Context: an optimization exercise on an open-source flow, tuned for small area, a short achievable clock period and few clock cycles. The choices shown serve that exercise and are no tape-out recipe. RTL that was checked went through simulation tests only; none was proved equivalent to the original. No activity file was given, so power comes from the tool's default toggle rates.

==> flow/design.v <==
module mag_cmp2 (
    input  wire [30:0] a,
    input  wire [30:0] b,
    output wire [3:0]  p       
);
    assign p = {a[30:15] > b[30:15], a[30:15] < b[30:15],
                a[14:0]  > b[14:0],  a[14:0]  < b[14:0]};
endmodule
module fp_class (
    input  wire [31:0] x,
    output wire [2:0]  c
);
    assign c = {x[31], (x[30:23] == 8'hff) && (x[22:0] != 0), x[30:23] == 8'h00};
endmodule
module fp_gt_s2 (
    input  wire [3:0] p,
    input  wire [2:0] ca,
    input  wire [2:0] cb,
    output wire       a_gt_b,
    output wire       b_gt_a
);
    wire gh = p[3], lh = p[2], gl = p[1], ll = p[0];
    wire mg = gh || (!lh && gl);
    wire ml = lh || (!gh && ll);
    wire sa = ca[2], sb = cb[2];
    wire ok = !ca[1] && !cb[1] && !(ca[0] && cb[0]);
    assign a_gt_b = ok && ((!sa && sb) || (!sa && !sb && mg) || (sa && sb && ml));
    assign b_gt_a = ok && ((sa && !sb) || (!sa && !sb && ml) || (sa && sb && mg));
endmodule
module peak_finder_fp (
    input clk,
    input rst_n,
    output reg [12:0] bram_addr,
    input wire [31:0] bram_data,
    output reg [0:0]  web,
    output wire [6:0] addrb,
    output wire [44:0] dinb,
    input wire [31:0] threshold,
    input wire        start,
    output reg        done
);
    localparam T_NONE = 3'd0, T_BF = 3'd1, T_B1 = 3'd2, T_BM = 3'd3, T_BL = 3'd4,
               T_TS = 3'd5, T_TP = 3'd6, T_FIN = 3'd7;
    localparam S_IDLE = 3'd0, S_BASE = 3'd1, S_RR = 3'd2, S_RRT = 3'd3,
               S_REP = 3'd4, S_FINW = 3'd5;
    localparam D_NB = 2'd0, D_TS = 2'd1, D_LNB = 2'd2, D_BF = 2'd3;
    reg [2:0] st;
    reg [2:0] tA, tB, tC, tD;
    reg [2:0] cd;           
    reg [1:0] dt;           
    reg [6:0] off;          
    reg [12:0] E;           
    reg [31:0] r1;          
    reg [3:0]  pw, pt;      
    reg [2:0]  cp;          
    reg [12:0] widx;
    reg [5:0]  cnt;         
    reg        cand;
    reg        SF;          
    reg [4:0]  S;           
    reg        lastc;       
    reg        PF, PL;      
    reg [4:0]  PS;
    assign addrb = {1'b0, cnt};
    assign dinb  = {widx, r1};
    wire [3:0] pw_n, pt_n;
    mag_cmp2 m1w (.a(bram_data[30:0]), .b(r1[30:0]),        .p(pw_n));
    mag_cmp2 m1t (.a(bram_data[30:0]), .b(threshold[30:0]), .p(pt_n));
    wire [2:0] cw, ct;
    fp_class kw (.x(r1), .c(cw));
    fp_class kt (.x(threshold), .c(ct));
    wire f_wr, f_rw, f_wt, f_tw;
    fp_gt_s2 c2w (.p(pw), .ca(cw), .cb(cp), .a_gt_b(f_wr), .b_gt_a(f_rw));
    fp_gt_s2 c2t (.p(pt), .ca(cw), .cb(ct), .a_gt_b(f_wt), .b_gt_a(f_tw));
    wire confirm = (tC == T_TS) || ((tD == T_TP) && f_wr);
    wire term    = confirm && (cnt == 6'd34);
    wire bl_issue = (st == S_BASE) && (off == 7'd53);
    wire op_ok    = (dt == D_TS) ? !cd[0] :
                    (dt == D_NB || dt == D_LNB) ? !cd[1] : 1'b1;
    wire rr_go    = (st == S_RR) && op_ok;
    wire xfer     = (tD == T_BF);
    wire pg0      = (E == 13'd957);
    wire pg0_n    = bl_issue ? (E == 13'd904) : pg0;
    wire phantom  = (E == 13'd26);
    wire [4:0] PS_clr = {1'b0, PS[3] & PS[4], PS[2] & (|PS[4:3]),
                         PS[1] & (|PS[4:2]), PS[0] & (|PS[4:1])};
    function [8:0] desc(input f, input [4:0] s, input l, input g0);
        casez ({f, s, l})
            7'b1??????: desc = {D_NB, g0 ? -7'sd59 : -7'sd58};
            7'b01?????: desc = {D_TS, -7'sd58};
            7'b001????: desc = {D_TS, -7'sd57};
            7'b0001???: desc = {D_TS, -7'sd56};
            7'b00001??: desc = {D_TS, -7'sd55};
            7'b000001?: desc = {D_TS, -7'sd54};
            7'b0000001: desc = {D_LNB, -7'sd52};
            default:    desc = {D_BF, 7'sd49};
        endcase
    endfunction
    reg        PF_n, PL_n;
    reg [4:0]  PS_n;
    reg [1:0]  dt_n;
    reg [6:0]  off_n;
    always @(*) begin
        PF_n = PF; PS_n = PS; PL_n = PL;
        dt_n = dt; off_n = off;
        if (xfer) begin
            PF_n = SF; PS_n = S; PL_n = lastc;
        end
        if (st == S_IDLE) begin
            off_n = 7'd49;
        end else if (st == S_BASE) begin
            if (bl_issue) {dt_n, off_n} = xfer ? desc(SF, S, lastc, pg0_n) : {D_BF, 7'sd49};
            else off_n = off + 7'd1;
        end else if (rr_go) begin
            case (dt)
                D_NB: begin
                    PF_n = 1'b0;
                    dt_n = desc(1'b0, PS, PL, 1'b0) >> 7;
                    off_n = pg0 ? -7'sd58 : -7'sd57;
                end
                D_TS: begin
                    PS_n = PS_clr;
                    {dt_n, off_n} = desc(1'b0, PS_clr, PL, 1'b0);
                end
                D_LNB: begin
                    PL_n = 1'b0;
                    dt_n = D_BF;
                    off_n = -7'sd53;
                end
                default: off_n = off + 7'd1;
            endcase
        end else if (st == S_REP) begin
            {dt_n, off_n} = desc(1'b0, PS, PL, 1'b0);
        end
    end
    wire [12:0] rel_addr = E + {{6{off[6]}}, off};
    always @(posedge clk) begin
        r1 <= bram_data;
        pw <= pw_n;
        pt <= pt_n;
        cp <= cw;
        PF <= PF_n;
        PS <= PS_n;
        PL <= PL_n;
        dt <= dt_n;
        off <= off_n;
        cd <= {1'b0, cd[2:1]};
        if (tA == T_TS || tB == T_TP) widx <= bram_addr;
        if (web) cnt <= cnt + 6'd1;
        case (tD)
            T_BF: begin
                S <= 5'd0;
                cand <= f_wt;
            end
            T_B1: begin
                SF <= cand & f_rw;
                cand <= f_wt & f_wr;
            end
            T_BM: begin
                S <= {S[3:0], cand & f_rw};
                cand <= f_wt & f_wr;
            end
            T_BL: begin
                S <= {S[3:0], cand & f_rw};
                lastc <= f_wt & f_wr;
            end
            default: ;
        endcase
        bram_addr <= (st == S_IDLE) ? 13'd899 : rel_addr;
        case (st)
            S_IDLE: begin
                if (start) begin
                    E <= 13'd851;
                    SF <= 1'b0; S <= 5'd0; lastc <= 1'b0;
                    cnt <= 6'd0;
                end
            end
            S_BASE: if (bl_issue) E <= rel_addr;
            S_RR: begin
                if (op_ok) begin
                    case (dt)
                        D_TS: cd <= 3'b011;
                    endcase
                end
            end
            S_RRT: cd <= 3'b111;
            default: ;
        endcase
        if (!rst_n) begin
            st <= S_IDLE;
            tA <= T_NONE; tB <= T_NONE; tC <= T_NONE; tD <= T_NONE;
            web <= 1'b0;
            done <= 1'b0;
        end else begin
            if (st == S_IDLE) begin
                tB <= T_NONE;
                tC <= T_NONE;
                tD <= T_NONE;
            end else begin
                tB <= tA;
                tC <= tB;
                tD <= tC;
            end
            web <= confirm && (cnt != 6'd34);
            done <= ((st == S_FINW) && (tD == T_FIN)) || term;
            tA <= T_NONE;
            case (st)
                S_IDLE: begin
                    if (start) begin
                        tA <= T_BF;
                        st <= S_BASE;
                    end
                end
                S_BASE: begin
                    tA <= bl_issue ? T_BL : (tA == T_BF) ? T_B1 : T_BM;
                    if (bl_issue) st <= S_RR;
                end
                S_RR: begin
                    if (op_ok) begin
                        case (dt)
                            D_NB:  st <= S_RRT;
                            D_TS: tA <= T_TS;
                            D_LNB: st <= S_RRT;
                            default: begin
                                if (phantom) begin
                                    tA <= T_FIN;
                                    st <= S_FINW;
                                end else begin
                                    tA <= T_BF;
                                    st <= S_BASE;
                                end
                            end
                        endcase
                    end
                end
                S_RRT: begin
                    tA <= T_TP;
                    st <= S_REP;
                end
                S_REP: st <= S_RR;
                S_FINW: begin
                    if (tD == T_FIN) st <= S_IDLE;
                end
                default: st <= S_IDLE;
            endcase
            if (term) begin
                st <= S_IDLE;
                tA <= T_NONE;
            end
        end
    end
endmodule
export LEC_CHECK = 0
export CAP_MARGIN = 20
export CORE_MARGIN = 2
export CORE_UTILIZATION = 60
export CTS_BUF_LIST = sky130_fd_sc_hd__clkbuf_8
export SETUP_SLACK_MARGIN = 2.8
export SLEW_MARGIN = 20
create_clock -name core_clock -period 5.0 [get_ports {clk}]
standard.sh (not shown) runs the stock make flow with config.mk's settings and CLKGATE_MAP_FILE= SYNTH_SCRIPT=/design/flow/synth_recipe.tcl, a recipe that flattens the netlist after the stock synthesis.
==> flow/flow/run.sh <==
#!/bin/bash
# The standard layout (the standard.sh, standard synthesis unchanged), with
# the port buffers that placement inserts made of sky130_fd_sc_hd__buf_1
# instead of the resizer's default pick. Every port still gets its buffer.
set -euo pipefail
bash standard.sh "BUFFER_PORTS_ARGS=-buffer_cell sky130_fd_sc_hd__buf_1" finish > standard.log 2>&1
The first run completed with no timing, DRC or antenna violations.
Edit:
CORE_UTILIZATION = 40   (was 60)
Effect:
- The changed run passed the timing, design-rule and antenna checks
- worst setup slack is better by 10 ps
- sequential cell count stays the same
- sequential power stays flat
- global-route usage decreases by 10 points
- routed wire length came out lower by 2.7%
- final area shrinks by 0.85%
- die area rose by 48%
- fmax grows by 0.44%
- register-to-register slack hardly moves
- utilization fell by 26 points
- non-clock buffer count came out lower by 6
No run of this note included a check of the RTL's function; only the layout flow was run.

========
== JK ==
peak_finder_fp, a different RTL version from the one above (not shown whole).
Size: roughly 140 flip-flops, ~130 I/O pins, roughly 7200 um2 of cells after synthesis.
## peak_finder_fp
module peak_finder_fp (
    input clk,
    input rst_n,
    output reg [12:0] bram_addr,
    input wire [31:0] bram_data,
    output reg [0:0]  web,
    output wire [6:0] addrb,
    output wire [44:0] dinb,
    input wire [31:0] threshold,
    input wire        start,
    output reg        done
);
Settings: LEC_CHECK=0, CAP_MARGIN=20, CORE_MARGIN=2, CORE_UTILIZATION=40, CTS_BUF_LIST=sky130_fd_sc_hd__clkbuf_8, PLACE_DENSITY=0.7, SETUP_SLACK_MARGIN=2.9, SLEW_MARGIN=20; clock period 5.0 ns.
Scripts as last shown in full above: flow/flow/run.sh
JK: all stages complete, timing, DRC and antenna checks passed
Testbench counts of JK, summed over its fixed seeds: cycles 20,406.
Relative to JK, the following input files were edited for MS:
--- a/flow/config.mk
+++ b/flow/config.mk
@@ -8 +8 @@
-export CAP_MARGIN = 20
+export CAP_MARGIN = 0
@@ -11,2 +11 @@
-export CTS_BUF_LIST = sky130_fd_sc_hd__clkbuf_8
-export PLACE_DENSITY = 0.7
+export CTS_BUF_LIST = sky130_fd_sc_hd__clkbuf_8 sky130_fd_sc_hd__clkbuf_16
@@ -14 +13 @@
-export SLEW_MARGIN = 20
+export SLEW_MARGIN = 0
==> run notes <==
JK completed end to end with timing, DRC and antenna clean. Both conditions hold for MS: the flow ran to the end and the final layout passed the timing, design-rule and antenna checks. [compare] base=JK new=MS: power per standard cell area has increased, summed area of non-filler cells in the final layout has increased, core utilization has increased, max-slew violation count has remained practically unchanged. JK has a lower total power than MS. Relative to JK, MS degrades routed wire length. Diff MS..JK | post-synthesis average cell area | unchanged. MS vs. JK: non-clock buffer count picked up an extra 1.4%; synthesized area now sits at about the same level; sequential share of layout area dropped 0.87 points.
--- input diff MS..AL ---
--- a/flow/config.mk
+++ b/flow/config.mk
@@ -11 +11 @@
-export CTS_BUF_LIST = sky130_fd_sc_hd__clkbuf_8 sky130_fd_sc_hd__clkbuf_16
+export CTS_BUF_LIST = sky130_fd_sc_hd__clkbuf_8
Notes after the runs:
AL | status: complete | timing, DRC, antenna: pass. Comparing minimum period implied by the final worst setup slack for MS and AL, the bigger number came from MS. Between AL and MS, the DRC violation count after routing figures differ only marginally. AL vs. MS: first-pass GRT wire length moved down, maximum number of pins on one net before global-route repair shows no meaningful change, fraction of power consumed by the clock network shows a reduction of 7.5 points. Relative to MS, the amount of wire on met3 after detailed routing of AL is higher by 9.6%. MS → AL: post-synthesis to final-layout area growth shows a reduction of 2.8 points; count of multi-input gates shows no meaningful change; number of inserted filler cells in the final layout shows an increase of about 2%; fraction of area in clock buffers and inverters shows a reduction of 2.1 points; non-clock buffer count shows a reduction of 3.
Relative to AL, the following input files were edited for TR:
--- a/flow/config.mk
+++ b/flow/config.mk
@@ -10 +10 @@
-export CORE_UTILIZATION = 40
+export CORE_UTILIZATION = 37
### Flow results
For TR, the worst setup path startpoint was r1[31]$_DFF_P_, unlike AL, where it was bram_addr[6]$_SDFF_PP0_. Status: post-detailed-routing wire length parity (TR, AL). AL consumes less power than TR. TR ended up with more standard cells than AL.
--- input diff TR..PW ---
--- a/flow/config.mk
+++ b/flow/config.mk
@@ -8 +8 @@
-export CAP_MARGIN = 0
+export CAP_MARGIN = 20
@@ -10 +10 @@
-export CORE_UTILIZATION = 37
+export CORE_UTILIZATION = 40
@@ -12,2 +12,2 @@
-export SETUP_SLACK_MARGIN = 2.9
-export SLEW_MARGIN = 0
+export SETUP_SLACK_MARGIN = 2.85
+export SLEW_MARGIN = 20
Notes after the runs:
Going from TR to PW, maximum fanout along the worst path grew by 4, sum of negative setup slack held steady, global-route track usage on met2 grew by 1.4 points. Diff TR -> PW: part of the power in the clock network decreased by 0.8 points relative to the old numbers, final standard cell utilization of the core has increased.

## separate check: timing with driven ports
In the flow no input, the clock included, has a driving cell. The finished layouts below were timed again as built, in two steps. Step 1, drivers: a clkbuf_16 drives clk and a buf_2 each remaining input, both assumed. Step 2 times the ports against the registers' clock, not the clock port: input delays grow and output delays shrink by t, the midpoint of the rising clock arrivals with the driver on. a / b / c = no drivers / after step 1 / after step 2; a / b = the first two.
run | t, ns | slack for setup (ns) | worst slew at a driven data input, ns | cell pins on the clock port's net
the first run of note 1 | 0.478 | 2.729 / 2.729 / 2.433 | 0.05 | 1
the second run of note 1 | 0.480 | 2.739 / 2.739 / 2.461 | 0.05 | 1
JK | 0.485 | 2.951 / 2.913 / 2.514 | 0.05 | 1
MS | 0.469 | 2.939 / 2.910 / 2.495 | 0.05 | 1
AL | 0.497 | 2.971 / 2.930 / 2.509 | 0.05 | 1
TR | 0.480 | 2.963 / 2.923 / 2.580 | 0.05 | 1
PW | 0.495 | 2.918 / 2.894 / 2.462 | 0.05 | 1
After both steps setup and hold are still met in every run listed. For AL, which loses most, drivers alone change the setup slack by -0.041 ns; drivers and shift together by -0.462 ns.
